Context: an optimization exercise on an open-source flow, tuned for small area, a short achievable clock period and few clock cycles per item. The choices shown serve that exercise and are no tape-out recipe. Function was not checked in any run shown here: the RTL went through the layout flow alone. No activity file was given, so power comes from the tool's default toggle rates.

$ cat design/flow/flow/run.sh
#!/bin/bash
# The standard layout (standard.sh), with timing repair aimed at a
# setup slack of SETUP_SLACK_MARGIN ns instead of 0 at the same clock period.
set -euo pipefail
bash standard.sh SETUP_SLACK_MARGIN=6.5 finish > make.log 2>&1
$ cat design/flow/standard.sh
#!/bin/bash
# synth_recipe.tcl (not shown) runs the flow's synth.tcl, then flattens the netlist and writes it again
# the make line also repeats each setting of config.mk as NAME=value (left out here)
make -C /OpenROAD-flow-scripts/flow DESIGN_CONFIG=/design/flow/config.mk WORK_HOME=/design/flow/orfs CLKGATE_MAP_FILE= SYNTH_SCRIPT=/design/flow/synth_recipe.tcl "${@:-finish}"
$ cat design/flow/config.mk
export PLATFORM = sky130hd
export DESIGN_NAME = fft_computer
export DESIGN_NICKNAME = fft_computer
export VERILOG_FILES = /design/flow/design.v
export SDC_FILE = /design/flow/constraint.sdc
export NUM_CORES = 4
export LEC_CHECK = 0
export CAP_MARGIN = 20
export CORE_MARGIN = 2
export CORE_UTILIZATION = 45
export CTS_BUF_LIST = sky130_fd_sc_hd__clkbuf_16
export CTS_CLUSTER_DIAMETER = 70
export CTS_CLUSTER_SIZE = 32
export SLEW_MARGIN = 20
export SYNTH_MEMORY_MAX_BITS = 65536
$ cat design/flow/constraint.sdc
create_clock -name core_clock -period 10.0 [get_ports {i_clk}]
set_input_delay 2.0000 -clock core_clock [delete_from_list [all_inputs] [get_ports {i_clk}]]
set_output_delay 2.0000 -clock core_clock [all_outputs]
set_load 0.01 [all_outputs]
$ cat design/flow/design.v
module output_fifo #(
  parameter NPOINTS = 64
)(
  input         i_clk,
  input         i_wr,         
  input  [31:0] i_wr_data,
  output [31:0] o_tap_pre,    
  output [31:0] o_head        
);
reg [32*NPOINTS-1:0] sr;
assign o_tap_pre = sr[32*(NPOINTS-1)-1 -: 32];
assign o_head    = sr[31:0];
always @(posedge i_clk)
    sr <= {sr[32*(NPOINTS-1)-1:0], i_wr ? i_wr_data : sr[32*NPOINTS-1 -: 32]};
endmodule
module power_tree_a(
  input  [31:0] x,
  input  [31:0] p0,
  output [91:0] m
);
  wire pp1 = x[0] & x[1];
  wire pp2 = x[0] & x[2];
  wire pp3 = x[0] & x[3];
  wire pp4 = x[0] & x[4];
  wire pp5 = x[0] & x[5];
  wire pp6 = x[0] & x[6];
  wire pp7 = x[0] & x[7];
  wire pp8 = x[0] & x[8];
  wire pp9 = x[0] & x[9];
  wire pp10 = x[0] & x[10];
  wire pp11 = x[0] & x[11];
  wire pp12 = x[0] & x[12];
  wire pp13 = x[0] & x[13];
  wire pp14 = x[0] & x[14];
  wire pp15 = x[0] & x[15];
  wire pp16 = x[1] & x[2];
  wire pp17 = x[1] & x[3];
  wire pp18 = x[1] & x[4];
  wire pp19 = x[1] & x[5];
  wire pp20 = x[1] & x[6];
  wire pp21 = x[1] & x[7];
  wire pp22 = x[1] & x[8];
  wire pp23 = x[1] & x[9];
  wire pp24 = x[1] & x[10];
  wire pp25 = x[1] & x[11];
  wire pp26 = x[1] & x[12];
  wire pp27 = x[1] & x[13];
  wire pp28 = x[1] & x[14];
  wire pp29 = x[1] & x[15];
  wire pp30 = x[2] & x[3];
  wire pp31 = x[2] & x[4];
  wire pp32 = x[2] & x[5];
  wire pp33 = x[2] & x[6];
  wire pp34 = x[2] & x[7];
  wire pp35 = x[2] & x[8];
  wire pp36 = x[2] & x[9];
  wire pp37 = x[2] & x[10];
  wire pp38 = x[2] & x[11];
  wire pp39 = x[2] & x[12];
  wire pp40 = x[2] & x[13];
  wire pp41 = x[2] & x[14];
  wire pp42 = x[2] & x[15];
  wire pp43 = x[3] & x[4];
  wire pp44 = x[3] & x[5];
  wire pp45 = x[3] & x[6];
  wire pp46 = x[3] & x[7];
  wire pp47 = x[3] & x[8];
  wire pp48 = x[3] & x[9];
  wire pp49 = x[3] & x[10];
  wire pp50 = x[3] & x[11];
  wire pp51 = x[3] & x[12];
  wire pp52 = x[3] & x[13];
  wire pp53 = x[3] & x[14];
  wire pp54 = x[3] & x[15];
  wire pp55 = x[4] & x[5];
  wire pp56 = x[4] & x[6];
  wire pp57 = x[4] & x[7];
  wire pp58 = x[4] & x[8];
  wire pp59 = x[4] & x[9];
  wire pp60 = x[4] & x[10];
  wire pp61 = x[4] & x[11];
  wire pp62 = x[4] & x[12];
  wire pp63 = x[4] & x[13];
  wire pp64 = x[4] & x[14];
  wire pp65 = x[4] & x[15];
  wire pp66 = x[5] & x[6];
  wire pp67 = x[5] & x[7];
  wire pp68 = x[5] & x[8];
  wire pp69 = x[5] & x[9];
  wire pp70 = x[5] & x[10];
  wire pp71 = x[5] & x[11];
  wire pp72 = x[5] & x[12];
  wire pp73 = x[5] & x[13];
  wire pp74 = x[5] & x[14];
  wire pp75 = x[5] & x[15];
  wire pp76 = x[6] & x[7];
  wire pp77 = x[6] & x[8];
  wire pp78 = x[6] & x[9];
  wire pp79 = x[6] & x[10];
  wire pp80 = x[6] & x[11];
  wire pp81 = x[6] & x[12];
  wire pp82 = x[6] & x[13];
  wire pp83 = x[6] & x[14];
  wire pp84 = x[6] & x[15];
  wire pp85 = x[7] & x[8];
  wire pp86 = x[7] & x[9];
  wire pp87 = x[7] & x[10];
  wire pp88 = x[7] & x[11];
  wire pp89 = x[7] & x[12];
  wire pp90 = x[7] & x[13];
  wire pp91 = x[7] & x[14];
  wire pp92 = x[7] & x[15];
  wire pp93 = x[8] & x[9];
  wire pp94 = x[8] & x[10];
  wire pp95 = x[8] & x[11];
  wire pp96 = x[8] & x[12];
  wire pp97 = x[8] & x[13];
  wire pp98 = x[8] & x[14];
  wire pp99 = x[8] & x[15];
  wire pp100 = x[9] & x[10];
  wire pp101 = x[9] & x[11];
  wire pp102 = x[9] & x[12];
  wire pp103 = x[9] & x[13];
  wire pp104 = x[9] & x[14];
  wire pp105 = x[9] & x[15];
  wire pp106 = x[10] & x[11];
  wire pp107 = x[10] & x[12];
  wire pp108 = x[10] & x[13];
  wire pp109 = x[10] & x[14];
  wire pp110 = x[10] & x[15];
  wire pp111 = x[11] & x[12];
  wire pp112 = x[11] & x[13];
  wire pp113 = x[11] & x[14];
  wire pp114 = x[11] & x[15];
  wire pp115 = x[12] & x[13];
  wire pp116 = x[12] & x[14];
  wire pp117 = x[12] & x[15];
  wire pp118 = x[13] & x[14];
  wire pp119 = x[13] & x[15];
  wire pp120 = x[14] & x[15];
  wire pp121 = x[0] & x[16];
  wire pp122 = x[0] & x[17];
  wire pp123 = x[0] & x[18];
  wire pp124 = x[0] & x[19];
  wire pp125 = x[0] & x[20];
  wire pp126 = x[0] & x[21];
  wire pp127 = x[0] & x[22];
  wire pp128 = x[0] & x[23];
  wire pp129 = x[0] & x[24];
  wire pp130 = x[0] & x[25];
  wire pp131 = x[0] & x[26];
  wire pp132 = x[0] & x[27];
  wire pp133 = x[0] & x[28];
  wire pp134 = x[0] & x[29];
  wire pp135 = x[0] & x[30];
  wire pp136 = x[0] & x[31];
  wire pp137 = x[1] & x[16];
  wire pp138 = x[1] & x[17];
  wire pp139 = x[1] & x[18];
  wire pp140 = x[1] & x[19];
  wire pp141 = x[1] & x[20];
  wire pp142 = x[1] & x[21];
  wire pp143 = x[1] & x[22];
  wire pp144 = x[1] & x[23];
  wire pp145 = x[1] & x[24];
  wire pp146 = x[1] & x[25];
  wire pp147 = x[1] & x[26];
  wire pp148 = x[1] & x[27];
  wire pp149 = x[1] & x[28];
  wire pp150 = x[1] & x[29];
  wire pp151 = x[1] & x[30];
  wire pp152 = x[2] & x[16];
  wire pp153 = x[2] & x[17];
  wire pp154 = x[2] & x[18];
  wire pp155 = x[2] & x[19];
  wire pp156 = x[2] & x[20];
  wire pp157 = x[2] & x[21];
  wire pp158 = x[2] & x[22];
  wire pp159 = x[2] & x[23];
  wire pp160 = x[2] & x[24];
  wire pp161 = x[2] & x[25];
  wire pp162 = x[2] & x[26];
  wire pp163 = x[2] & x[27];
  wire pp164 = x[2] & x[28];
  wire pp165 = x[2] & x[29];
  wire pp166 = x[3] & x[16];
  wire pp167 = x[3] & x[17];
  wire pp168 = x[3] & x[18];
  wire pp169 = x[3] & x[19];
  wire pp170 = x[3] & x[20];
  wire pp171 = x[3] & x[21];
  wire pp172 = x[3] & x[22];
  wire pp173 = x[3] & x[23];
  wire pp174 = x[3] & x[24];
  wire pp175 = x[3] & x[25];
  wire pp176 = x[3] & x[26];
  wire pp177 = x[3] & x[27];
  wire pp178 = x[3] & x[28];
  wire pp179 = x[4] & x[16];
  wire pp180 = x[4] & x[17];
  wire pp181 = x[4] & x[18];
  wire pp182 = x[4] & x[19];
  wire pp183 = x[4] & x[20];
  wire pp184 = x[4] & x[21];
  wire pp185 = x[4] & x[22];
  wire pp186 = x[4] & x[23];
  wire pp187 = x[4] & x[24];
  wire pp188 = x[4] & x[25];
  wire pp189 = x[4] & x[26];
  wire pp190 = x[4] & x[27];
  wire pp191 = x[5] & x[16];
  wire pp192 = x[5] & x[17];
  wire pp193 = x[5] & x[18];
  wire pp194 = x[5] & x[19];
  wire pp195 = x[5] & x[20];
  wire pp196 = x[5] & x[21];
  wire pp197 = x[5] & x[22];
  wire pp198 = x[5] & x[23];
  wire pp199 = x[5] & x[24];
  wire pp200 = x[5] & x[25];
  wire pp201 = x[5] & x[26];
  wire pp202 = x[6] & x[16];
  wire pp203 = x[6] & x[17];
  wire pp204 = x[6] & x[18];
  wire pp205 = x[6] & x[19];
  wire pp206 = x[6] & x[20];
  wire pp207 = x[6] & x[21];
  wire pp208 = x[6] & x[22];
  wire pp209 = x[6] & x[23];
  wire pp210 = x[6] & x[24];
  wire pp211 = x[6] & x[25];
  wire pp212 = x[7] & x[16];
  wire pp213 = x[7] & x[17];
  wire pp214 = x[7] & x[18];
  wire pp215 = x[7] & x[19];
  wire pp216 = x[7] & x[20];
  wire pp217 = x[7] & x[21];
  wire pp218 = x[7] & x[22];
  wire pp219 = x[7] & x[23];
  wire pp220 = x[7] & x[24];
  wire pp221 = x[8] & x[16];
  wire pp222 = x[8] & x[17];
  wire pp223 = x[8] & x[18];
  wire pp224 = x[8] & x[19];
  wire pp225 = x[8] & x[20];
  wire pp226 = x[8] & x[21];
  wire pp227 = x[8] & x[22];
  wire pp228 = x[8] & x[23];
  wire pp229 = x[9] & x[16];
  wire pp230 = x[9] & x[17];
  wire pp231 = x[9] & x[18];
  wire pp232 = x[9] & x[19];
  wire pp233 = x[9] & x[20];
  wire pp234 = x[9] & x[21];
  wire pp235 = x[9] & x[22];
  wire pp236 = x[10] & x[16];
  wire pp237 = x[10] & x[17];
  wire pp238 = x[10] & x[18];
  wire pp239 = x[10] & x[19];
  wire pp240 = x[10] & x[20];
  wire pp241 = x[10] & x[21];
  wire pp242 = x[11] & x[16];
  wire pp243 = x[11] & x[17];
  wire pp244 = x[11] & x[18];
  wire pp245 = x[11] & x[19];
  wire pp246 = x[11] & x[20];
  wire pp247 = x[12] & x[16];
  wire pp248 = x[12] & x[17];
  wire pp249 = x[12] & x[18];
  wire pp250 = x[12] & x[19];
  wire pp251 = x[13] & x[16];
  wire pp252 = x[13] & x[17];
  wire pp253 = x[13] & x[18];
  wire pp254 = x[14] & x[16];
  wire pp255 = x[14] & x[17];
  wire pp256 = x[15] & x[16];
  wire s257 = x[11] ^ pp84;
  wire c258 = x[11] & pp84;
  wire s259 = pp92 ^ pp98;
  wire c260 = pp92 & pp98;
  wire s261 = x[12] ^ pp99 ^ pp104;
  wire c262 = (x[12] & pp99) | (x[12] & pp104) | (pp99 & pp104);
  wire s263 = pp108 ^ pp111;
  wire c264 = pp108 & pp111;
  wire s265 = pp105 ^ pp109 ^ pp112;
  wire c266 = (pp105 & pp109) | (pp105 & pp112) | (pp109 & pp112);
  wire s267 = pp130 ^ pp145;
  wire c268 = pp130 & pp145;
  wire s269 = x[13] ^ pp110 ^ pp113;
  wire c270 = (x[13] & pp110) | (x[13] & pp113) | (pp110 & pp113);
  wire s271 = pp115 ^ pp131 ^ pp146;
  wire c272 = (pp115 & pp131) | (pp115 & pp146) | (pp131 & pp146);
  wire s273 = pp160 ^ pp173;
  wire c274 = pp160 & pp173;
  wire s275 = pp114 ^ pp116 ^ pp132;
  wire c276 = (pp114 & pp116) | (pp114 & pp132) | (pp116 & pp132);
  wire s277 = pp147 ^ pp161 ^ pp174;
  wire c278 = (pp147 & pp161) | (pp147 & pp174) | (pp161 & pp174);
  wire s279 = pp186 ^ pp197;
  wire c280 = pp186 & pp197;
  wire s281 = x[14] ^ pp117 ^ pp118;
  wire c282 = (x[14] & pp117) | (x[14] & pp118) | (pp117 & pp118);
  wire s283 = pp133 ^ pp148 ^ pp162;
  wire c284 = (pp133 & pp148) | (pp133 & pp162) | (pp148 & pp162);
  wire s285 = pp175 ^ pp187 ^ pp198;
  wire c286 = (pp175 & pp187) | (pp175 & pp198) | (pp187 & pp198);
  wire s287 = pp208 ^ pp217;
  wire c288 = pp208 & pp217;
  wire s289 = pp119 ^ pp134 ^ pp149;
  wire c290 = (pp119 & pp134) | (pp119 & pp149) | (pp134 & pp149);
  wire s291 = pp163 ^ pp176 ^ pp188;
  wire c292 = (pp163 & pp176) | (pp163 & pp188) | (pp176 & pp188);
  wire s293 = pp199 ^ pp209 ^ pp218;
  wire c294 = (pp199 & pp209) | (pp199 & pp218) | (pp209 & pp218);
  wire s295 = pp226 ^ pp233;
  wire c296 = pp226 & pp233;
  wire s297 = x[15] ^ pp120 ^ pp135;
  wire c298 = (x[15] & pp120) | (x[15] & pp135) | (pp120 & pp135);
  wire s299 = pp150 ^ pp164 ^ pp177;
  wire c300 = (pp150 & pp164) | (pp150 & pp177) | (pp164 & pp177);
  wire s301 = pp189 ^ pp200 ^ pp210;
  wire c302 = (pp189 & pp200) | (pp189 & pp210) | (pp200 & pp210);
  wire s303 = pp219 ^ pp227 ^ pp234;
  wire c304 = (pp219 & pp227) | (pp219 & pp234) | (pp227 & pp234);
  wire s305 = pp240 ^ pp245;
  wire c306 = pp240 & pp245;
  wire s307 = pp136 ^ pp151 ^ pp165;
  wire s308 = pp178 ^ pp190 ^ pp201;
  wire s309 = pp211 ^ pp220 ^ pp228;
  wire s310 = pp235 ^ pp241 ^ pp246;
  wire s311 = pp250 ^ pp253;
  wire s312 = x[8] ^ pp15 ^ pp28;
  wire c313 = (x[8] & pp15) | (x[8] & pp28) | (pp15 & pp28);
  wire s314 = pp29 ^ pp41 ^ pp52;
  wire c315 = (pp29 & pp41) | (pp29 & pp52) | (pp41 & pp52);
  wire s316 = x[9] ^ pp42 ^ pp53;
  wire c317 = (x[9] & pp42) | (x[9] & pp53) | (pp42 & pp53);
  wire s318 = pp63 ^ pp72 ^ pp80;
  wire c319 = (pp63 & pp72) | (pp63 & pp80) | (pp72 & pp80);
  wire s320 = pp54 ^ pp64 ^ pp73;
  wire c321 = (pp54 & pp64) | (pp54 & pp73) | (pp64 & pp73);
  wire s322 = pp81 ^ pp88 ^ pp94;
  wire c323 = (pp81 & pp88) | (pp81 & pp94) | (pp88 & pp94);
  wire s324 = x[10] ^ pp65 ^ pp74;
  wire c325 = (x[10] & pp65) | (x[10] & pp74) | (pp65 & pp74);
  wire s326 = pp82 ^ pp89 ^ pp95;
  wire c327 = (pp82 & pp89) | (pp82 & pp95) | (pp89 & pp95);
  wire s328 = pp100 ^ pp125 ^ pp140;
  wire c329 = (pp100 & pp125) | (pp100 & pp140) | (pp125 & pp140);
  wire s330 = pp75 ^ pp83 ^ pp90;
  wire c331 = (pp75 & pp83) | (pp75 & pp90) | (pp83 & pp90);
  wire s332 = pp96 ^ pp101 ^ pp126;
  wire c333 = (pp96 & pp101) | (pp96 & pp126) | (pp101 & pp126);
  wire s334 = pp141 ^ pp155 ^ pp168;
  wire c335 = (pp141 & pp155) | (pp141 & pp168) | (pp155 & pp168);
  wire s336 = s257 ^ pp91 ^ pp97;
  wire c337 = (s257 & pp91) | (s257 & pp97) | (pp91 & pp97);
  wire s338 = pp102 ^ pp106 ^ pp127;
  wire c339 = (pp102 & pp106) | (pp102 & pp127) | (pp106 & pp127);
  wire s340 = pp142 ^ pp156 ^ pp169;
  wire c341 = (pp142 & pp156) | (pp142 & pp169) | (pp156 & pp169);
  wire s342 = pp181 ^ pp192;
  wire c343 = pp181 & pp192;
  wire s344 = c258 ^ s259 ^ pp103;
  wire c345 = (c258 & s259) | (c258 & pp103) | (s259 & pp103);
  wire s346 = pp107 ^ pp128 ^ pp143;
  wire c347 = (pp107 & pp128) | (pp107 & pp143) | (pp128 & pp143);
  wire s348 = pp157 ^ pp170 ^ pp182;
  wire c349 = (pp157 & pp170) | (pp157 & pp182) | (pp170 & pp182);
  wire s350 = pp193 ^ pp203 ^ pp212;
  wire c351 = (pp193 & pp203) | (pp193 & pp212) | (pp203 & pp212);
  wire s352 = c260 ^ s261 ^ s263;
  wire c353 = (c260 & s261) | (c260 & s263) | (s261 & s263);
  wire s354 = pp129 ^ pp144 ^ pp158;
  wire c355 = (pp129 & pp144) | (pp129 & pp158) | (pp144 & pp158);
  wire s356 = pp171 ^ pp183 ^ pp194;
  wire c357 = (pp171 & pp183) | (pp171 & pp194) | (pp183 & pp194);
  wire s358 = pp204 ^ pp213 ^ pp221;
  wire c359 = (pp204 & pp213) | (pp204 & pp221) | (pp213 & pp221);
  wire s360 = c262 ^ c264 ^ s265;
  wire c361 = (c262 & c264) | (c262 & s265) | (c264 & s265);
  wire s362 = s267 ^ pp159 ^ pp172;
  wire c363 = (s267 & pp159) | (s267 & pp172) | (pp159 & pp172);
  wire s364 = pp184 ^ pp195 ^ pp205;
  wire c365 = (pp184 & pp195) | (pp184 & pp205) | (pp195 & pp205);
  wire s366 = pp214 ^ pp222 ^ pp229;
  wire c367 = (pp214 & pp222) | (pp214 & pp229) | (pp222 & pp229);
  wire s368 = c266 ^ c268 ^ s269;
  wire c369 = (c266 & c268) | (c266 & s269) | (c268 & s269);
  wire s370 = s271 ^ s273 ^ pp185;
  wire c371 = (s271 & s273) | (s271 & pp185) | (s273 & pp185);
  wire s372 = pp196 ^ pp206 ^ pp215;
  wire c373 = (pp196 & pp206) | (pp196 & pp215) | (pp206 & pp215);
  wire s374 = pp223 ^ pp230 ^ pp236;
  wire c375 = (pp223 & pp230) | (pp223 & pp236) | (pp230 & pp236);
  wire s376 = c270 ^ c272 ^ c274;
  wire c377 = (c270 & c272) | (c270 & c274) | (c272 & c274);
  wire s378 = s275 ^ s277 ^ s279;
  wire c379 = (s275 & s277) | (s275 & s279) | (s277 & s279);
  wire s380 = pp207 ^ pp216 ^ pp224;
  wire c381 = (pp207 & pp216) | (pp207 & pp224) | (pp216 & pp224);
  wire s382 = pp231 ^ pp237 ^ pp242;
  wire c383 = (pp231 & pp237) | (pp231 & pp242) | (pp237 & pp242);
  wire s384 = c276 ^ c278 ^ c280;
  wire c385 = (c276 & c278) | (c276 & c280) | (c278 & c280);
  wire s386 = s281 ^ s283 ^ s285;
  wire c387 = (s281 & s283) | (s281 & s285) | (s283 & s285);
  wire s388 = s287 ^ pp225 ^ pp232;
  wire c389 = (s287 & pp225) | (s287 & pp232) | (pp225 & pp232);
  wire s390 = pp238 ^ pp243 ^ pp247;
  wire c391 = (pp238 & pp243) | (pp238 & pp247) | (pp243 & pp247);
  wire s392 = c282 ^ c284 ^ c286;
  wire c393 = (c282 & c284) | (c282 & c286) | (c284 & c286);
  wire s394 = c288 ^ s289 ^ s291;
  wire c395 = (c288 & s289) | (c288 & s291) | (s289 & s291);
  wire s396 = s293 ^ s295 ^ pp239;
  wire c397 = (s293 & s295) | (s293 & pp239) | (s295 & pp239);
  wire s398 = pp244 ^ pp248 ^ pp251;
  wire c399 = (pp244 & pp248) | (pp244 & pp251) | (pp248 & pp251);
  wire s400 = c290 ^ c292 ^ c294;
  wire c401 = (c290 & c292) | (c290 & c294) | (c292 & c294);
  wire s402 = c296 ^ s297 ^ s299;
  wire c403 = (c296 & s297) | (c296 & s299) | (s297 & s299);
  wire s404 = s301 ^ s303 ^ s305;
  wire c405 = (s301 & s303) | (s301 & s305) | (s303 & s305);
  wire s406 = pp249 ^ pp252 ^ pp254;
  wire c407 = (pp249 & pp252) | (pp249 & pp254) | (pp252 & pp254);
  wire s408 = c298 ^ c300 ^ c302;
  wire s409 = c304 ^ c306 ^ s307;
  wire s410 = s308 ^ s309 ^ s310;
  wire s411 = s311 ^ pp255 ^ pp256;
  wire s412 = x[5] ^ pp9;
  wire c413 = x[5] & pp9;
  wire s414 = pp10 ^ pp23;
  wire c415 = pp10 & pp23;
  wire s416 = x[6] ^ pp11 ^ pp24;
  wire c417 = (x[6] & pp11) | (x[6] & pp24) | (pp11 & pp24);
  wire s418 = pp36 ^ pp47;
  wire c419 = pp36 & pp47;
  wire s420 = pp12 ^ pp25 ^ pp37;
  wire c421 = (pp12 & pp25) | (pp12 & pp37) | (pp25 & pp37);
  wire s422 = pp48 ^ pp58;
  wire c423 = pp48 & pp58;
  wire s424 = x[7] ^ pp13 ^ pp26;
  wire c425 = (x[7] & pp13) | (x[7] & pp26) | (pp13 & pp26);
  wire s426 = pp38 ^ pp49 ^ pp59;
  wire c427 = (pp38 & pp49) | (pp38 & pp59) | (pp49 & pp59);
  wire s428 = pp68 ^ pp76;
  wire c429 = pp68 & pp76;
  wire s430 = pp14 ^ pp27 ^ pp39;
  wire c431 = (pp14 & pp27) | (pp14 & pp39) | (pp27 & pp39);
  wire s432 = pp50 ^ pp60 ^ pp69;
  wire c433 = (pp50 & pp60) | (pp50 & pp69) | (pp60 & pp69);
  wire s434 = pp77 ^ p0[15];
  wire c435 = pp77 & p0[15];
  wire s436 = s312 ^ pp40 ^ pp51;
  wire c437 = (s312 & pp40) | (s312 & pp51) | (pp40 & pp51);
  wire s438 = pp61 ^ pp70 ^ pp78;
  wire c439 = (pp61 & pp70) | (pp61 & pp78) | (pp70 & pp78);
  wire s440 = pp85 ^ pp121 ^ p0[16];
  wire c441 = (pp85 & pp121) | (pp85 & p0[16]) | (pp121 & p0[16]);
  wire s442 = c313 ^ s314 ^ pp62;
  wire c443 = (c313 & s314) | (c313 & pp62) | (s314 & pp62);
  wire s444 = pp71 ^ pp79 ^ pp86;
  wire c445 = (pp71 & pp79) | (pp71 & pp86) | (pp79 & pp86);
  wire s446 = pp122 ^ pp137 ^ p0[17];
  wire c447 = (pp122 & pp137) | (pp122 & p0[17]) | (pp137 & p0[17]);
  wire s448 = c315 ^ s316 ^ s318;
  wire c449 = (c315 & s316) | (c315 & s318) | (s316 & s318);
  wire s450 = pp87 ^ pp93 ^ pp123;
  wire c451 = (pp87 & pp93) | (pp87 & pp123) | (pp93 & pp123);
  wire s452 = pp138 ^ pp152 ^ p0[18];
  wire c453 = (pp138 & pp152) | (pp138 & p0[18]) | (pp152 & p0[18]);
  wire s454 = c317 ^ c319 ^ s320;
  wire c455 = (c317 & c319) | (c317 & s320) | (c319 & s320);
  wire s456 = s322 ^ pp124 ^ pp139;
  wire c457 = (s322 & pp124) | (s322 & pp139) | (pp124 & pp139);
  wire s458 = pp153 ^ pp166 ^ p0[19];
  wire c459 = (pp153 & pp166) | (pp153 & p0[19]) | (pp166 & p0[19]);
  wire s460 = c321 ^ c323 ^ s324;
  wire c461 = (c321 & c323) | (c321 & s324) | (c323 & s324);
  wire s462 = s326 ^ s328 ^ pp154;
  wire c463 = (s326 & s328) | (s326 & pp154) | (s328 & pp154);
  wire s464 = pp167 ^ pp179 ^ p0[20];
  wire c465 = (pp167 & pp179) | (pp167 & p0[20]) | (pp179 & p0[20]);
  wire s466 = c325 ^ c327 ^ c329;
  wire c467 = (c325 & c327) | (c325 & c329) | (c327 & c329);
  wire s468 = s330 ^ s332 ^ s334;
  wire c469 = (s330 & s332) | (s330 & s334) | (s332 & s334);
  wire s470 = pp180 ^ pp191 ^ p0[21];
  wire c471 = (pp180 & pp191) | (pp180 & p0[21]) | (pp191 & p0[21]);
  wire s472 = c331 ^ c333 ^ c335;
  wire c473 = (c331 & c333) | (c331 & c335) | (c333 & c335);
  wire s474 = s336 ^ s338 ^ s340;
  wire c475 = (s336 & s338) | (s336 & s340) | (s338 & s340);
  wire s476 = s342 ^ pp202 ^ p0[22];
  wire c477 = (s342 & pp202) | (s342 & p0[22]) | (pp202 & p0[22]);
  wire s478 = c337 ^ c339 ^ c341;
  wire c479 = (c337 & c339) | (c337 & c341) | (c339 & c341);
  wire s480 = c343 ^ s344 ^ s346;
  wire c481 = (c343 & s344) | (c343 & s346) | (s344 & s346);
  wire s482 = s348 ^ s350 ^ p0[23];
  wire c483 = (s348 & s350) | (s348 & p0[23]) | (s350 & p0[23]);
  wire s484 = c345 ^ c347 ^ c349;
  wire c485 = (c345 & c347) | (c345 & c349) | (c347 & c349);
  wire s486 = c351 ^ s352 ^ s354;
  wire c487 = (c351 & s352) | (c351 & s354) | (s352 & s354);
  wire s488 = s356 ^ s358 ^ p0[24];
  wire c489 = (s356 & s358) | (s356 & p0[24]) | (s358 & p0[24]);
  wire s490 = c353 ^ c355 ^ c357;
  wire c491 = (c353 & c355) | (c353 & c357) | (c355 & c357);
  wire s492 = c359 ^ s360 ^ s362;
  wire c493 = (c359 & s360) | (c359 & s362) | (s360 & s362);
  wire s494 = s364 ^ s366 ^ p0[25];
  wire c495 = (s364 & s366) | (s364 & p0[25]) | (s366 & p0[25]);
  wire s496 = c361 ^ c363 ^ c365;
  wire c497 = (c361 & c363) | (c361 & c365) | (c363 & c365);
  wire s498 = c367 ^ s368 ^ s370;
  wire c499 = (c367 & s368) | (c367 & s370) | (s368 & s370);
  wire s500 = s372 ^ s374 ^ p0[26];
  wire c501 = (s372 & s374) | (s372 & p0[26]) | (s374 & p0[26]);
  wire s502 = c369 ^ c371 ^ c373;
  wire c503 = (c369 & c371) | (c369 & c373) | (c371 & c373);
  wire s504 = c375 ^ s376 ^ s378;
  wire c505 = (c375 & s376) | (c375 & s378) | (s376 & s378);
  wire s506 = s380 ^ s382 ^ p0[27];
  wire c507 = (s380 & s382) | (s380 & p0[27]) | (s382 & p0[27]);
  wire s508 = c377 ^ c379 ^ c381;
  wire c509 = (c377 & c379) | (c377 & c381) | (c379 & c381);
  wire s510 = c383 ^ s384 ^ s386;
  wire c511 = (c383 & s384) | (c383 & s386) | (s384 & s386);
  wire s512 = s388 ^ s390 ^ p0[28];
  wire c513 = (s388 & s390) | (s388 & p0[28]) | (s390 & p0[28]);
  wire s514 = c385 ^ c387 ^ c389;
  wire c515 = (c385 & c387) | (c385 & c389) | (c387 & c389);
  wire s516 = c391 ^ s392 ^ s394;
  wire c517 = (c391 & s392) | (c391 & s394) | (s392 & s394);
  wire s518 = s396 ^ s398 ^ p0[29];
  wire c519 = (s396 & s398) | (s396 & p0[29]) | (s398 & p0[29]);
  wire s520 = c393 ^ c395 ^ c397;
  wire c521 = (c393 & c395) | (c393 & c397) | (c395 & c397);
  wire s522 = c399 ^ s400 ^ s402;
  wire c523 = (c399 & s400) | (c399 & s402) | (s400 & s402);
  wire s524 = s404 ^ s406 ^ p0[30];
  wire c525 = (s404 & s406) | (s404 & p0[30]) | (s406 & p0[30]);
  wire s526 = c401 ^ c403 ^ c405;
  wire s527 = c407 ^ s408 ^ s409;
  wire s528 = s410 ^ s411 ^ p0[31];
  wire s529 = x[3] ^ pp5;
  wire c530 = x[3] & pp5;
  wire s531 = pp6 ^ pp19;
  wire c532 = pp6 & pp19;
  wire s533 = x[4] ^ pp7 ^ pp20;
  wire c534 = (x[4] & pp7) | (x[4] & pp20) | (pp7 & pp20);
  wire s535 = pp32 ^ pp43;
  wire c536 = pp32 & pp43;
  wire s537 = pp8 ^ pp21 ^ pp33;
  wire c538 = (pp8 & pp21) | (pp8 & pp33) | (pp21 & pp33);
  wire s539 = pp44 ^ p0[9];
  wire c540 = pp44 & p0[9];
  wire s541 = s412 ^ pp22 ^ pp34;
  wire c542 = (s412 & pp22) | (s412 & pp34) | (pp22 & pp34);
  wire s543 = pp45 ^ pp55 ^ p0[10];
  wire c544 = (pp45 & pp55) | (pp45 & p0[10]) | (pp55 & p0[10]);
  wire s545 = c413 ^ s414 ^ pp35;
  wire c546 = (c413 & s414) | (c413 & pp35) | (s414 & pp35);
  wire s547 = pp46 ^ pp56 ^ p0[11];
  wire c548 = (pp46 & pp56) | (pp46 & p0[11]) | (pp56 & p0[11]);
  wire s549 = c415 ^ s416 ^ s418;
  wire c550 = (c415 & s416) | (c415 & s418) | (s416 & s418);
  wire s551 = pp57 ^ pp66 ^ p0[12];
  wire c552 = (pp57 & pp66) | (pp57 & p0[12]) | (pp66 & p0[12]);
  wire s553 = c417 ^ c419 ^ s420;
  wire c554 = (c417 & c419) | (c417 & s420) | (c419 & s420);
  wire s555 = s422 ^ pp67 ^ p0[13];
  wire c556 = (s422 & pp67) | (s422 & p0[13]) | (pp67 & p0[13]);
  wire s557 = c421 ^ c423 ^ s424;
  wire c558 = (c421 & c423) | (c421 & s424) | (c423 & s424);
  wire s559 = s426 ^ s428 ^ p0[14];
  wire c560 = (s426 & s428) | (s426 & p0[14]) | (s428 & p0[14]);
  wire s561 = c425 ^ c427 ^ c429;
  wire c562 = (c425 & c427) | (c425 & c429) | (c427 & c429);
  wire s563 = s430 ^ s432 ^ s434;
  wire c564 = (s430 & s432) | (s430 & s434) | (s432 & s434);
  wire s565 = c431 ^ c433 ^ c435;
  wire c566 = (c431 & c433) | (c431 & c435) | (c433 & c435);
  wire s567 = s436 ^ s438 ^ s440;
  wire c568 = (s436 & s438) | (s436 & s440) | (s438 & s440);
  wire s569 = c437 ^ c439 ^ c441;
  wire c570 = (c437 & c439) | (c437 & c441) | (c439 & c441);
  wire s571 = s442 ^ s444 ^ s446;
  wire c572 = (s442 & s444) | (s442 & s446) | (s444 & s446);
  wire s573 = c443 ^ c445 ^ c447;
  wire c574 = (c443 & c445) | (c443 & c447) | (c445 & c447);
  wire s575 = s448 ^ s450 ^ s452;
  wire c576 = (s448 & s450) | (s448 & s452) | (s450 & s452);
  wire s577 = c449 ^ c451 ^ c453;
  wire c578 = (c449 & c451) | (c449 & c453) | (c451 & c453);
  wire s579 = s454 ^ s456 ^ s458;
  wire c580 = (s454 & s456) | (s454 & s458) | (s456 & s458);
  wire s581 = c455 ^ c457 ^ c459;
  wire c582 = (c455 & c457) | (c455 & c459) | (c457 & c459);
  wire s583 = s460 ^ s462 ^ s464;
  wire c584 = (s460 & s462) | (s460 & s464) | (s462 & s464);
  wire s585 = c461 ^ c463 ^ c465;
  wire c586 = (c461 & c463) | (c461 & c465) | (c463 & c465);
  wire s587 = s466 ^ s468 ^ s470;
  wire c588 = (s466 & s468) | (s466 & s470) | (s468 & s470);
  wire s589 = c467 ^ c469 ^ c471;
  wire c590 = (c467 & c469) | (c467 & c471) | (c469 & c471);
  wire s591 = s472 ^ s474 ^ s476;
  wire c592 = (s472 & s474) | (s472 & s476) | (s474 & s476);
  wire s593 = c473 ^ c475 ^ c477;
  wire c594 = (c473 & c475) | (c473 & c477) | (c475 & c477);
  wire s595 = s478 ^ s480 ^ s482;
  wire c596 = (s478 & s480) | (s478 & s482) | (s480 & s482);
  wire s597 = c479 ^ c481 ^ c483;
  wire c598 = (c479 & c481) | (c479 & c483) | (c481 & c483);
  wire s599 = s484 ^ s486 ^ s488;
  wire c600 = (s484 & s486) | (s484 & s488) | (s486 & s488);
  wire s601 = c485 ^ c487 ^ c489;
  wire c602 = (c485 & c487) | (c485 & c489) | (c487 & c489);
  wire s603 = s490 ^ s492 ^ s494;
  wire c604 = (s490 & s492) | (s490 & s494) | (s492 & s494);
  wire s605 = c491 ^ c493 ^ c495;
  wire c606 = (c491 & c493) | (c491 & c495) | (c493 & c495);
  wire s607 = s496 ^ s498 ^ s500;
  wire c608 = (s496 & s498) | (s496 & s500) | (s498 & s500);
  wire s609 = c497 ^ c499 ^ c501;
  wire c610 = (c497 & c499) | (c497 & c501) | (c499 & c501);
  wire s611 = s502 ^ s504 ^ s506;
  wire c612 = (s502 & s504) | (s502 & s506) | (s504 & s506);
  wire s613 = c503 ^ c505 ^ c507;
  wire c614 = (c503 & c505) | (c503 & c507) | (c505 & c507);
  wire s615 = s508 ^ s510 ^ s512;
  wire c616 = (s508 & s510) | (s508 & s512) | (s510 & s512);
  wire s617 = c509 ^ c511 ^ c513;
  wire c618 = (c509 & c511) | (c509 & c513) | (c511 & c513);
  wire s619 = s514 ^ s516 ^ s518;
  wire c620 = (s514 & s516) | (s514 & s518) | (s516 & s518);
  wire s621 = c515 ^ c517 ^ c519;
  wire c622 = (c515 & c517) | (c515 & c519) | (c517 & c519);
  wire s623 = s520 ^ s522 ^ s524;
  wire c624 = (s520 & s522) | (s520 & s524) | (s522 & s524);
  wire s625 = c521 ^ c523 ^ c525;
  wire s626 = s526 ^ s527 ^ s528;
  wire s627 = x[2] ^ pp3;
  wire c628 = x[2] & pp3;
  wire s629 = pp4 ^ pp17;
  wire c630 = pp4 & pp17;
  wire s631 = s529 ^ pp18 ^ pp30;
  wire c632 = (s529 & pp18) | (s529 & pp30) | (pp18 & pp30);
  wire s633 = c530 ^ s531 ^ pp31;
  wire c634 = (c530 & s531) | (c530 & pp31) | (s531 & pp31);
  wire s635 = c532 ^ s533 ^ s535;
  wire c636 = (c532 & s533) | (c532 & s535) | (s533 & s535);
  wire s637 = c534 ^ c536 ^ s537;
  wire c638 = (c534 & c536) | (c534 & s537) | (c536 & s537);
  wire s639 = c538 ^ c540 ^ s541;
  wire c640 = (c538 & c540) | (c538 & s541) | (c540 & s541);
  wire s641 = c542 ^ c544 ^ s545;
  wire c642 = (c542 & c544) | (c542 & s545) | (c544 & s545);
  wire s643 = c546 ^ c548 ^ s549;
  wire c644 = (c546 & c548) | (c546 & s549) | (c548 & s549);
  wire s645 = c550 ^ c552 ^ s553;
  wire c646 = (c550 & c552) | (c550 & s553) | (c552 & s553);
  wire s647 = c554 ^ c556 ^ s557;
  wire c648 = (c554 & c556) | (c554 & s557) | (c556 & s557);
  wire s649 = c558 ^ c560 ^ s561;
  wire c650 = (c558 & c560) | (c558 & s561) | (c560 & s561);
  wire s651 = c562 ^ c564 ^ s565;
  wire c652 = (c562 & c564) | (c562 & s565) | (c564 & s565);
  wire s653 = c566 ^ c568 ^ s569;
  wire c654 = (c566 & c568) | (c566 & s569) | (c568 & s569);
  wire s655 = c570 ^ c572 ^ s573;
  wire c656 = (c570 & c572) | (c570 & s573) | (c572 & s573);
  wire s657 = c574 ^ c576 ^ s577;
  wire c658 = (c574 & c576) | (c574 & s577) | (c576 & s577);
  wire s659 = c578 ^ c580 ^ s581;
  wire c660 = (c578 & c580) | (c578 & s581) | (c580 & s581);
  wire s661 = c582 ^ c584 ^ s585;
  wire c662 = (c582 & c584) | (c582 & s585) | (c584 & s585);
  wire s663 = c586 ^ c588 ^ s589;
  wire c664 = (c586 & c588) | (c586 & s589) | (c588 & s589);
  wire s665 = c590 ^ c592 ^ s593;
  wire c666 = (c590 & c592) | (c590 & s593) | (c592 & s593);
  wire s667 = c594 ^ c596 ^ s597;
  wire c668 = (c594 & c596) | (c594 & s597) | (c596 & s597);
  wire s669 = c598 ^ c600 ^ s601;
  wire c670 = (c598 & c600) | (c598 & s601) | (c600 & s601);
  wire s671 = c602 ^ c604 ^ s605;
  wire c672 = (c602 & c604) | (c602 & s605) | (c604 & s605);
  wire s673 = c606 ^ c608 ^ s609;
  wire c674 = (c606 & c608) | (c606 & s609) | (c608 & s609);
  wire s675 = c610 ^ c612 ^ s613;
  wire c676 = (c610 & c612) | (c610 & s613) | (c612 & s613);
  wire s677 = c614 ^ c616 ^ s617;
  wire c678 = (c614 & c616) | (c614 & s617) | (c616 & s617);
  wire s679 = c618 ^ c620 ^ s621;
  wire c680 = (c618 & c620) | (c618 & s621) | (c620 & s621);
  wire s681 = c622 ^ c624 ^ s625;
  assign m = {s626, s681, c680, s623, s679, c678, s619, s677, c676, s615, s675, c674, s611, s673, c672, s607, s671, c670, s603, s669, c668, s599, s667, c666, s595, s665, c664, s591, s663, c662, s587, s661, c660, s583, s659, c658, s579, s657, c656, s575, s655, c654, s571, s653, c652, s567, s651, c650, s563, s649, c648, s559, s647, c646, s555, s645, c644, s551, s643, c642, s547, s641, c640, s543, s639, c638, s539, s637, c636, p0[8], s635, c634, p0[7], s633, c632, p0[6], s631, c630, p0[5], s629, c628, p0[4], pp16, s627, p0[3], pp2, p0[2], pp1, x[1], p0[1], p0[0], x[0]};
endmodule
module power_tree_b(
  input  [91:0] m,
  output [31:0] p
);
  wire s682 = m[3] ^ m[4];
  wire c683 = m[3] & m[4];
  wire s684 = m[6] ^ m[7];
  wire c685 = m[6] & m[7];
  wire s686 = m[8] ^ m[9] ^ m[10];
  wire c687 = (m[8] & m[9]) | (m[8] & m[10]) | (m[9] & m[10]);
  wire s688 = m[11] ^ m[12] ^ m[13];
  wire c689 = (m[11] & m[12]) | (m[11] & m[13]) | (m[12] & m[13]);
  wire s690 = m[14] ^ m[15] ^ m[16];
  wire c691 = (m[14] & m[15]) | (m[14] & m[16]) | (m[15] & m[16]);
  wire s692 = m[17] ^ m[18] ^ m[19];
  wire c693 = (m[17] & m[18]) | (m[17] & m[19]) | (m[18] & m[19]);
  wire s694 = m[20] ^ m[21] ^ m[22];
  wire c695 = (m[20] & m[21]) | (m[20] & m[22]) | (m[21] & m[22]);
  wire s696 = m[23] ^ m[24] ^ m[25];
  wire c697 = (m[23] & m[24]) | (m[23] & m[25]) | (m[24] & m[25]);
  wire s698 = m[26] ^ m[27] ^ m[28];
  wire c699 = (m[26] & m[27]) | (m[26] & m[28]) | (m[27] & m[28]);
  wire s700 = m[29] ^ m[30] ^ m[31];
  wire c701 = (m[29] & m[30]) | (m[29] & m[31]) | (m[30] & m[31]);
  wire s702 = m[32] ^ m[33] ^ m[34];
  wire c703 = (m[32] & m[33]) | (m[32] & m[34]) | (m[33] & m[34]);
  wire s704 = m[35] ^ m[36] ^ m[37];
  wire c705 = (m[35] & m[36]) | (m[35] & m[37]) | (m[36] & m[37]);
  wire s706 = m[38] ^ m[39] ^ m[40];
  wire c707 = (m[38] & m[39]) | (m[38] & m[40]) | (m[39] & m[40]);
  wire s708 = m[41] ^ m[42] ^ m[43];
  wire c709 = (m[41] & m[42]) | (m[41] & m[43]) | (m[42] & m[43]);
  wire s710 = m[44] ^ m[45] ^ m[46];
  wire c711 = (m[44] & m[45]) | (m[44] & m[46]) | (m[45] & m[46]);
  wire s712 = m[47] ^ m[48] ^ m[49];
  wire c713 = (m[47] & m[48]) | (m[47] & m[49]) | (m[48] & m[49]);
  wire s714 = m[50] ^ m[51] ^ m[52];
  wire c715 = (m[50] & m[51]) | (m[50] & m[52]) | (m[51] & m[52]);
  wire s716 = m[53] ^ m[54] ^ m[55];
  wire c717 = (m[53] & m[54]) | (m[53] & m[55]) | (m[54] & m[55]);
  wire s718 = m[56] ^ m[57] ^ m[58];
  wire c719 = (m[56] & m[57]) | (m[56] & m[58]) | (m[57] & m[58]);
  wire s720 = m[59] ^ m[60] ^ m[61];
  wire c721 = (m[59] & m[60]) | (m[59] & m[61]) | (m[60] & m[61]);
  wire s722 = m[62] ^ m[63] ^ m[64];
  wire c723 = (m[62] & m[63]) | (m[62] & m[64]) | (m[63] & m[64]);
  wire s724 = m[65] ^ m[66] ^ m[67];
  wire c725 = (m[65] & m[66]) | (m[65] & m[67]) | (m[66] & m[67]);
  wire s726 = m[68] ^ m[69] ^ m[70];
  wire c727 = (m[68] & m[69]) | (m[68] & m[70]) | (m[69] & m[70]);
  wire s728 = m[71] ^ m[72] ^ m[73];
  wire c729 = (m[71] & m[72]) | (m[71] & m[73]) | (m[72] & m[73]);
  wire s730 = m[74] ^ m[75] ^ m[76];
  wire c731 = (m[74] & m[75]) | (m[74] & m[76]) | (m[75] & m[76]);
  wire s732 = m[77] ^ m[78] ^ m[79];
  wire c733 = (m[77] & m[78]) | (m[77] & m[79]) | (m[78] & m[79]);
  wire s734 = m[80] ^ m[81] ^ m[82];
  wire c735 = (m[80] & m[81]) | (m[80] & m[82]) | (m[81] & m[82]);
  wire s736 = m[83] ^ m[84] ^ m[85];
  wire c737 = (m[83] & m[84]) | (m[83] & m[85]) | (m[84] & m[85]);
  wire s738 = m[86] ^ m[87] ^ m[88];
  wire c739 = (m[86] & m[87]) | (m[86] & m[88]) | (m[87] & m[88]);
  wire s740 = m[89] ^ m[90] ^ m[91];
  wire [31:0] s = {c739, c737, c735, c733, c731, c729, c727, c725, c723, c721, c719, c717, c715, c713, c711, c709, c707, c705, c703, c701, c699, c697, c695, c693, c691, c689, c687, c685, c683, s682, m[2], m[0]};
  wire [31:0] c = {s740, s738, s736, s734, s732, s730, s728, s726, s724, s722, s720, s718, s716, s714, s712, s710, s708, s706, s704, s702, s700, s698, s696, s694, s692, s690, s688, s686, s684, m[5], 1'b0, m[1]};
  assign p = s + c;
endmodule
module output_ctrl #(
  parameter LAT = 3             
)(
  input        i_clk,
  input        i_rst_n,
  input        i_data_valid,
  output       o_data_ready,
  output       o_acc,           
  output       o_win,           
  output       o_ld,            
  output       o_data_valid,
  input        i_data_ready,
  input        i_wr_sum         
);
reg [5:0] k;         
reg       win;       
reg [5:0] din;       
reg [5:0] dout;      
reg [5:0] rcnt;      
reg [6:0] avail;     
reg       pend;      
reg       rdy;
reg       can_ld;
reg       ovalid;
wire acc = i_data_valid & rdy;
wire ld  = can_ld & (~ovalid | i_data_ready);
assign o_data_ready = rdy;
assign o_acc        = acc;
assign o_win        = win;
assign o_ld         = ld;
assign o_data_valid = ovalid;
function rdy_next;
    input       a, l;
    input [5:0] k, din, rcnt;
    input       win, pend;
    reg   [5:0] k_n, rcnt_n;
    reg         win_n, pend_n, aligned_n, free_n, first_n;
    begin
        k_n       = a ? k + 6'd1 : k;
        win_n     = (a & (k == 6'd63)) ? ~win : win;
        rcnt_n    = l ? rcnt + 6'd1 : rcnt;
        pend_n    = (pend & ~(l & (rcnt == 6'd63))) | (a & win);
        aligned_n = a | (din == 6'd63);
        first_n   = (k_n == 6'd0) & ~win_n;
        free_n    = win_n | ~pend_n | (k_n < rcnt_n);
        rdy_next  = free_n & (aligned_n | (first_n & ~pend_n));
    end
endfunction
wire r00 = rdy_next(1'b0, 1'b0, k, din, rcnt, win, pend);
wire r01 = rdy_next(1'b0, 1'b1, k, din, rcnt, win, pend);
wire r10 = rdy_next(1'b1, 1'b0, k, din, rcnt, win, pend);
wire r11 = rdy_next(1'b1, 1'b1, k, din, rcnt, win, pend);
wire [6:0] avw  = avail + {6'd0, i_wr_sum};
wire       c0   = (avw != 7'd0) & (dout == 6'd63);
wire       c1   = (avw != 7'd1) & (dout == 6'd0);
wire       rebase = acc & ~win & (k == 6'd0) & ~pend;
always @(posedge i_clk)
begin
    if(!i_rst_n)
    begin
        k      <= 6'd0;
        win    <= 1'b0;
        din    <= 6'd0;
        dout   <= 6'd0;
        rcnt   <= 6'd0;
        avail  <= 7'd0;
        pend   <= 1'b0;
        rdy    <= 1'b1;
        can_ld <= 1'b0;
        ovalid <= 1'b0;
    end
    else
    begin
        if(acc)
        begin
            k <= k + 6'd1;
            if(k == 6'd63)
                win <= ~win;
        end
        din    <= acc ? 6'd0 : din + 6'd1;
        dout   <= rebase ? 6'd1 - LAT : (ld ? dout : dout + 6'd1);
        if(ld)
            rcnt <= rcnt + 6'd1;
        avail  <= ld ? avw - 7'd1 : avw;
        pend   <= (pend & ~(ld & (rcnt == 6'd63))) | (acc & win);
        rdy    <= acc ? (ld ? r11 : r10) : (ld ? r01 : r00);
        can_ld <= ld ? c1 : c0;
        ovalid <= ld | (ovalid & ~i_data_ready);
    end
end
endmodule
module fft_computer(
input        i_clk,
input        i_rst_n,
input        i_data_valid,
input [31:0] i_data,
output       o_data_ready,
output       o_data_valid,
output [31:0]o_data,
input        i_data_ready
);
localparam MW = 92;      
wire        acc, win, ld;
wire [31:0] tap, head, sum;
wire [MW-1:0] m_d;
reg  [31:0]   x;         
reg           v1, w1;
reg  [MW-1:0] m;         
reg           v2, w2;
reg  [31:0]   out_r;
output_ctrl ctrl (
    .i_clk(i_clk),
    .i_rst_n(i_rst_n),
    .i_data_valid(i_data_valid),
    .o_data_ready(o_data_ready),
    .o_acc(acc),
    .o_win(win),
    .o_ld(ld),
    .o_data_valid(o_data_valid),
    .i_data_ready(i_data_ready),
    .i_wr_sum(v2 & w2)
);
power_tree_a tree_a (
    .x(x),
    .p0(w1 ? tap : 32'd0),
    .m(m_d)
);
power_tree_b tree_b (
    .m(m),
    .p(sum)
);
output_fifo store (
    .i_clk(i_clk),
    .i_wr(v2),
    .i_wr_data(sum),
    .o_tap_pre(tap),
    .o_head(head)
);
always @(posedge i_clk)
begin
    x  <= i_data;
    w1 <= win;
    m  <= m_d;
    w2 <= w1;
    if(ld)
        out_r <= head;
end
always @(posedge i_clk)
begin
    if(!i_rst_n)
    begin
        v1 <= 1'b0;
        v2 <= 1'b0;
    end
    else
    begin
        v1 <= acc;
        v2 <= v1;
    end
end
assign o_data = out_r;
endmodule
==> results.txt, run 1 <==
status=complete, no violations; die height=356 um; FILL cells=roughly 10000; startpoint types=register; slowest CP cell=edfxtp_1; initial antenna violation count=5; wire per inst=roughly 15 um; worst skew pair latency=about 0.70 ns; die width=~360 um; global-route wire length before repair=about 130 mm; reg2reg start=m[8]; Max clock buf depth=3; worst hold path startpoint=store.sr[868]; worst-margin pin slew=roughly 0.9 ns; GRT Util Overall=12.6%; vias in the first global route=about 23000; Warnings, synthesis=3; # H-tree levels=3; Rel. slew slack=41.2%; Worst R2R Setup Slack=6.63 ns; I/O pin count=70; Seq. cell area=45300 um^2; synthesis-to-finish area growth=10.5%; FMAX=slightly below 0.3 GHz; Critical Path End=o_data[4]; Pins Over Slew Limit=0; DRT Pass-1 Iters=5; Tmin final=about 3.4 ns; pin count of the biggest net entering global routing=40; # rows=between 100 and 150; CP max stage delay=around 0.56 ns; Crit path buffers/inverters=1; Critical Path AT=approximately 1.4 ns; setup violators final=0; Yosys cell types=between 60 and 70; # nets final=around 4000; total die area=approximately 130000 um^2; maxcap violations=0; number of synthesized flops with an enable pin=32; Syn Nets=just under 4000; WL final=78.1 mm; Clk Tree Root Cell=clkbuf_16; Async SR Flop Fraction=0%; # hold bufs at CTS=0; Util after Layout=between 50 and 60%; predominant post-synthesis flop cell=dfxtp_1; CP Capture Type=output port; initial core utilization=a little under half; # port buffers=69; via count=around 23000; WP depth=1; vias per std cell=about 4.2; Hold Fails Final Rpt=0; unrepaired setup endpoints after global routing=true; CP delay by family, top=flip-flops; dpl cell area=between 50000 and 60000 um^2; fin area=61700 um^2; Max VDD drop=190 uV; area of the multi-input gates=approximately 9700 um^2; DRC Markers=0; Setup Crit Path Kind=reg2out; Avg Inst Size Synth=between 15 and 20 um^2; crit share post-route=34.3%; cts bufs inserted=93; sequential share of the synthesized area=a little over 80%; Mapped Area=around 56000 um^2; Setup TNS=0 ns; Iteration-0 DRC Markers=between 1000 and 1500; reg2reg end=store.sr[28]; Final ANT Viol Nets=0; TritonCTS clock tree=yes; post-synthesis register bit count=between 2000 and 2500; post-DP HPWL=between 40 and 50 mm; cell depth of the worst flop-to-flop path=10; GRT Residual Overflow=0; worst min path class=reg2reg; crit-path cells=buf_6; gp weighted congestion=just under 0.8; Sink Count=~2200; leakage=between 0.02 and 0.03 uW; PwrDens=about 280 nW/um^2; Clock transition at path regs=0.11 ns; CP startpoint=out_r[4]; crit-path max FO=1; Post-Synthesis Cells=3539; layout cells sized above 1=approximately 5.8%; hold_ws=just under 0.3 ns; Setup Skew=roughly 0.051 ns; Critical Path RT=approximately 8.0 ns; core footprint=123000 um^2
## per-layer routing
layer | global-route usage, % | wire length (um) | vias up
li1 | - | - | 11153
met1 | 18.5 | 39900 | 11021
met2 | 18.5 | 32600 | 322
met3 | 2.78 | 3360 | 124
met4 | 4.36 | 2190 | 0
met5 | 0 | 0 | -
## cells in the mapped netlist, types with 17 or more instances
master	count	share of area (%)
and2_1	156	1.7
ha_1	86	1.9
xnor2_1	65	1.0
inv_1	194	1.3
nand3_1	32	0.29
clkbuf_1	57	0.38
edfxtp_1	32	1.7
o21ai_0	24	0.22
a21o_1	17	0.23
nand2_1	169	1.1
a21oi_1	50	0.45
nor2_1	61	0.41
fa_1	208	7.5
xor2_1	23	0.36
dfxtp_1	2212	79
mux2_2	21	0.42
## logic make-up after synthesis
logic type,after synthesis,synth area share (%)
mux,22,0.450
fa+ha+maj,294,9.38
buf+inv,260,1.76
flops,2244,81.0
simple gates,479,4.25
xor+xnor,88,1.38
compound gates,152,1.79
## power by group
| part | switching, uW | internal [uW] | leakage, uW | total [uW] |
|---|---|---|---|---|
| Sequential | 381 | 10400 | 0.0183 | 10800 |
| Clock | 2700 | 1920 | 0.00152 | 4620 |
| Combinational | 1230 | 831 | 0.00543 | 2060 |
| Total | 4310 | 13200 | 0.0252 | 17500 |
## final cells by class
type	instances	share of cell area [%]
sequential	2244	73.3
antenna	5	0.0203
timing repair buffer	87	1.43
clock inverter	50	1.15
inverter	196	1.19
tap	1637	3.32
clock buffer	96	3.89
multi-input combinational	1035	15.7
## sequential cells by signal, summed over array words and instances (netlist names)
register     flops
v1               1
ctrl.rdy         1
w2               1
w1               1
ctrl.din         6
ctrl.ovalid      1
v2               1
x               32
m               92
ctrl.rcnt        6
out_r           32
store.sr      2048
ctrl.k           6
ctrl.can_ld      1
ctrl.pend        1
ctrl.avail       7
ctrl.dout        6
ctrl.win         1
## through the flow
| step | std cells | power, uW | worst slack [ns] |
|---|---|---|---|
| global route | 5347 | 18400 | 6.48 |
| global placement | 5195 | 13000 | 5.67 |
| CTS | 5341 | 17700 | 6.33 |
| floorplan | 3539 | 12300 | 6.51 |
| finish | 5350 | 17500 | 6.57 |
| detailed placement | 5195 | 13000 | 5.70 |
## timing repair
| item | 4_1_cts | 5_1_grt |
|---|---|---|
| cloned | 0 | 2 |
| resized for setup | 62 | 43 |
| setup buffers | 0 | 2 |
| endpoints found under the setup margin | 49 | 31 |
## cells in the final DEF (no fill, tap or decap), types with 5 or more instances in the layout
cell type           n
dfxtp_4             7
and3_1              6
nor2b_1             7
clkbuf_16          98
o21bai_1            5
clkinv_16           9
diode_2             5
xor2_1             23
inv_1             202
inv_16              5
and2_1            156
xnor2_1            65
o21ai_0            24
fa_1              208
edfxtp_1           32
a211oi_1            5
a31oi_1             5
nand3_1            31
clkdlybuf4s15_1     9
buf_4               7
a21oi_1            50
dlygate4sd2_1      18
ha_1               86
dfxtp_2             8
nand2_1           168
clkdlybuf4s50_1    35
nand2b_1           10
buf_6               6
nor2_1             61
nand4_1            11
mux2_2             21
or3_1              10
dfxtp_1          2197
nor3_1             10
a21o_1             17
## worst min path at each step
stage / end / slack, ns / cells past startpoint
2_1_floorplan: store.sr[1000] / 0.31 / 0
3_3_place_gp: store.sr[375] / 0.31 / 0
3_5_place_dp: store.sr[1569] / 0.31 / 0
4_1_cts: store.sr[900] / 0.29 / 0
5_1_grt: store.sr[900] / 0.30 / 0
6_report: store.sr[900] / 0.30 / 0
==> inputs of run 2 (changes only) <==
==> design/flow/flow/run.sh (replaced) <==
#!/bin/bash
# The standard layout (standard.sh), with timing repair aimed at a
# setup slack of SETUP_SLACK_MARGIN ns instead of 0 at the same clock period.
set -euo pipefail
bash standard.sh SETUP_SLACK_MARGIN=6.0 finish > make.log 2>&1
--- a/design/flow/config.mk
+++ b/design/flow/config.mk
@@ -9,7 +9,7 @@
 export CORE_MARGIN = 2
 export CORE_UTILIZATION = 45
-export CTS_BUF_LIST = sky130_fd_sc_hd__clkbuf_16
-export CTS_CLUSTER_DIAMETER = 70
-export CTS_CLUSTER_SIZE = 32
+export CTS_BUF_LIST = sky130_fd_sc_hd__clkbuf_8
+export CTS_CLUSTER_DIAMETER = 60
+export CTS_CLUSTER_SIZE = 18
 export SLEW_MARGIN = 20
 export SYNTH_MEMORY_MAX_BITS = 65536
==> results.txt, run 2 <==
CP Capture Type=output port (unchanged); startpoint types=register (unchanged); CP startpoint=out_r[7] (was out_r[4]); Rel. slew slack=29.3% (was 41.2%); layout cells sized above 1=6.30% (was 5.80%); initial antenna violation count=6 (was 5); total die area=127000 um^2 (unchanged); Top Registers=store.sr: 2048 flops, m: 92 flops (unchanged); GRT Residual Overflow=0 (unchanged); number of synthesized flops with an enable pin=32 (unchanged); Setup Skew=0.0398 ns (was 0.0505 ns); setup violators final=0 (unchanged); leakage=0.0250 uW (was 0.0252 uW); Avg Inst Size Synth=15.8 um^2 (unchanged); unrepaired setup endpoints after global routing=false (was true); Synth area leader=dfxtp_1 (unchanged); CP max stage delay=0.55 ns (was 0.56 ns); initial core utilization=45.2% (unchanged); wire per inst=14.5 um (was 14.6 um); crit-path cells=clkdlybuf4s50_1 (was buf_6); Syn Nets=3869 (unchanged); Pins Over Slew Limit=0 (unchanged); Max VDD drop=161 uV (was 190 uV); synthesis-to-finish area growth=9.38% (was 10.5%); hold_ws=0.307 ns (was 0.297 ns); Critical Path RT=8.00 ns (about the same); part of the power in registers=63.4% (was 61.8%); worst skew pair latency=0.89 ns (was 0.70 ns); predominant post-synthesis flop cell=dfxtp_1 (unchanged); cell depth of the worst flop-to-flop path=8 (was 10); worst-margin pin slew=1.06 ns (was 0.882 ns); TritonCTS clock tree=yes (unchanged); # hold bufs at CTS=0 (unchanged); Largest Register=store.sr (unchanged); cts bufs inserted=152 (was 93); Setup Crit Path Kind=reg2out (unchanged); max reg flops=2048 (unchanged); Comb power frac=12.0% (was 11.8%); Max clock buf depth=3 (unchanged); status=complete, no violations (unchanged); Psw=4250 uW (was 4310 uW); sequential share of the synthesized area=81.0% (unchanged); # H-tree levels=4 (was 3); crit-path max FO=1 (unchanged); Yosys cell types=61 (unchanged); pin count of the biggest net entering global routing=45 (was 40); DRT Pass-1 Iters=5 (unchanged); Sw Ratio=24.9% (was 24.6%); Sink Count=2244 (unchanged); area share of the largest cell type after synthesis=79.3% (unchanged); FILL cells=10477 (was 10413); Tmin final=3.83 ns (was 3.43 ns); Async SR Flop Fraction=0% (unchanged); Mapped Area=55900 um^2 (unchanged); post-DP HPWL=49.0 mm (was 48.9 mm); Iteration-0 DRC Markers=1077 (was 1279); gp weighted congestion=0.777 (was 0.782); PwrDens=279 nW/um^2 (was 283 nW/um^2); WP depth=1 (unchanged); Crit path buffers/inverters=1 (unchanged); Critical Path End=o_data[7] (was o_data[4]); Final ANT Viol Nets=0 (unchanged); count leader, synth=dfxtp_1 (unchanged); via count=22849 (was 22620); Post-Synthesis Cells=3539 (unchanged); Worst R2R Setup Slack=6.24 ns (was 6.63 ns); reg2reg start=x[1] (was m[8]); # rows=129 (unchanged); slowest CP cell=clkdlybuf4s50_1 (was edfxtp_1); clock group share of total power=24.6% (was 26.4%); maxcap violations=0 (unchanged); Post-synth top cells=2212 x dfxtp_1, 208 x fa_1, 194 x inv_1 (unchanged); FMAX=0.261 GHz (was 0.292 GHz); reg2reg end=m[78] (was store.sr[28]); ranking of synthesized cells by area=dfxtp_1 79%, fa_1 7.5%, ha_1 1.9% (unchanged); WL final=78.4 mm (was 78.1 mm); most frequent cells in the layout=2209 x dfxtp_1, 212 x inv_1, 208 x fa_1 (was 2197 x dfxtp_1, 208 x fa_1, 202 x inv_1); GRT Util Overall=13.0% (was 12.6%); crit share post-route=38.3% (was 34.3%); Setup TNS=0 ns (unchanged); area of the multi-input gates=9640 um^2 (was 9670 um^2); die width=356 um (unchanged); Clk Tree Root Cell=clkbuf_8 (was clkbuf_16); vias in the first global route=23525 (was 22698); Seq. cell area=45200 um^2 (was 45300 um^2); Critical Path AT=1.83 ns (was 1.43 ns); Pint=12800 uW (was 13200 uW); global-route wire length before repair=127 mm (was 125 mm); worst min path class=reg2reg (unchanged); # port buffers=69 (unchanged); Clock transition at path regs=0.11 ns (about the same); Hold Fails Final Rpt=0 (unchanged); die height=356 um (unchanged); commonest non-fill, non-tap cell in the layout=dfxtp_1 (unchanged); CP delay by family, top=buffers and inverters (was flip-flops); core footprint=123000 um^2 (unchanged); vias per std cell=4.23 (about the same); I/O pin count=70 (unchanged); DRC Markers=0 (unchanged); Warnings, synthesis=3 (unchanged); post-synthesis register bit count=2244 (unchanged); # nets final=4039 (was 3987)
run 2: cell counts after synthesis:
Identical to the previous run, type by type.
run 2: cells by family after synthesis:
group	count (synthesis)	synth area share, %
xor gates and xnor gates	88	1.38
AOI/OAI and AO/OA	152	1.79
and+or+nand+nor	479	4.25
adders and majority gates	294	9.38
buffers and inverters	260	1.76
DFF	2244	81.0
muxes	22	0.450
run 2: final cells by class:
| class | count | area share [%] |
|---|---|---|
| multi-input cells | 1035 | 15.8 |
| well taps | 1637 | 3.35 |
| flip-flops and latches | 2244 | 74.1 |
| diodes | 8 | 0.0328 |
| inverters | 196 | 1.20 |
| repair buffers | 80 | 1.24 |
| clock inverters | 53 | 0.874 |
| clock buffers | 154 | 3.47 |
run 2: per-stage QoR:
step | area (um^2) | power, uW | instances | utilization [%] | setup slack, ns
global placement | 58400 | 13000 | 5192 | 47.3 | 5.66
CTS | 61100 | 17300 | 5399 | 49.5 | 6.01
global route | 61100 | 18000 | 5404 | 49.5 | 6.03
finish | 61100 | 17000 | 5407 | 49.5 | 6.17
detailed placement | 58400 | 13000 | 5192 | 47.3 | 5.68
floorplan | 55900 | 12300 | 3539 | - | 6.08
run 2: routing by layer:
metal  global-route usage [%]  vias up  share of wire (%)
met5                        0        -                  0
met4                     6.06        0                3.4
met3                     3.79      157                5.7
met2                     18.6      385                 42
met1                     18.2    11059                 49
li1                         -    11248                  -
run 2: power groups by stage:
stage | clock (uW) | sequential (uW) | combinational [uW]
floorplan | 0 | 10900 | 1440
global placement | 0 | 11000 | 2000
detailed placement | 0 | 11000 | 2010
CTS | 4420 | 10800 | 2040
global route | 4760 | 11000 | 2280
finish | 4200 | 10800 | 2040
run 2: worst min-delay path by stage:
stage	start	end	slack (ns)	cells after the start
after floorplan	store.sr[968]	store.sr[1000]	0.31	0
after global placement	store.sr[1905]	store.sr[1937]	0.31	0
after detailed placement	store.sr[1257]	store.sr[1289]	0.31	0
after CTS	store.sr[1302]	store.sr[1334]	0.30	0
after global routing	store.sr[566]	store.sr[598]	0.30	0
final	store.sr[566]	store.sr[598]	0.31	0
run 2: timing repair:
action,in CTS,in global routing
resized for setup,14,0
setup endpoints to repair,14,0
buffers inserted,0,0

-- re-timing with driven ports --
The flow's constraints put no driver on any port. The routed layouts listed below were extracted and timed again, unchanged, in two steps. Step 1 assumes that a clkbuf_16 drives the clock port and a buf_2 every other input. Step 2 times the ports against the registers' clock, not the clock port: input delays grow and output delays shrink by t, the midpoint of the rising clock arrivals with the driver on. Three values: ideal ports, drivers, drivers and shift; two values: the first two.
run | t (ns) | setup slack, ns | slew at the worst register clock pin (ns)
run 1 | 0.750 | 6.570 / 6.500 / 6.059 | 0.11 / 0.11
run 2 | 0.938 | 6.168 / 6.102 / 5.713 | 0.11 / 0.11
After both steps every run listed still meets setup and hold. For run 1, which loses most, drivers alone change the setup slack by -0.070 ns; drivers and shift together by -0.511 ns.
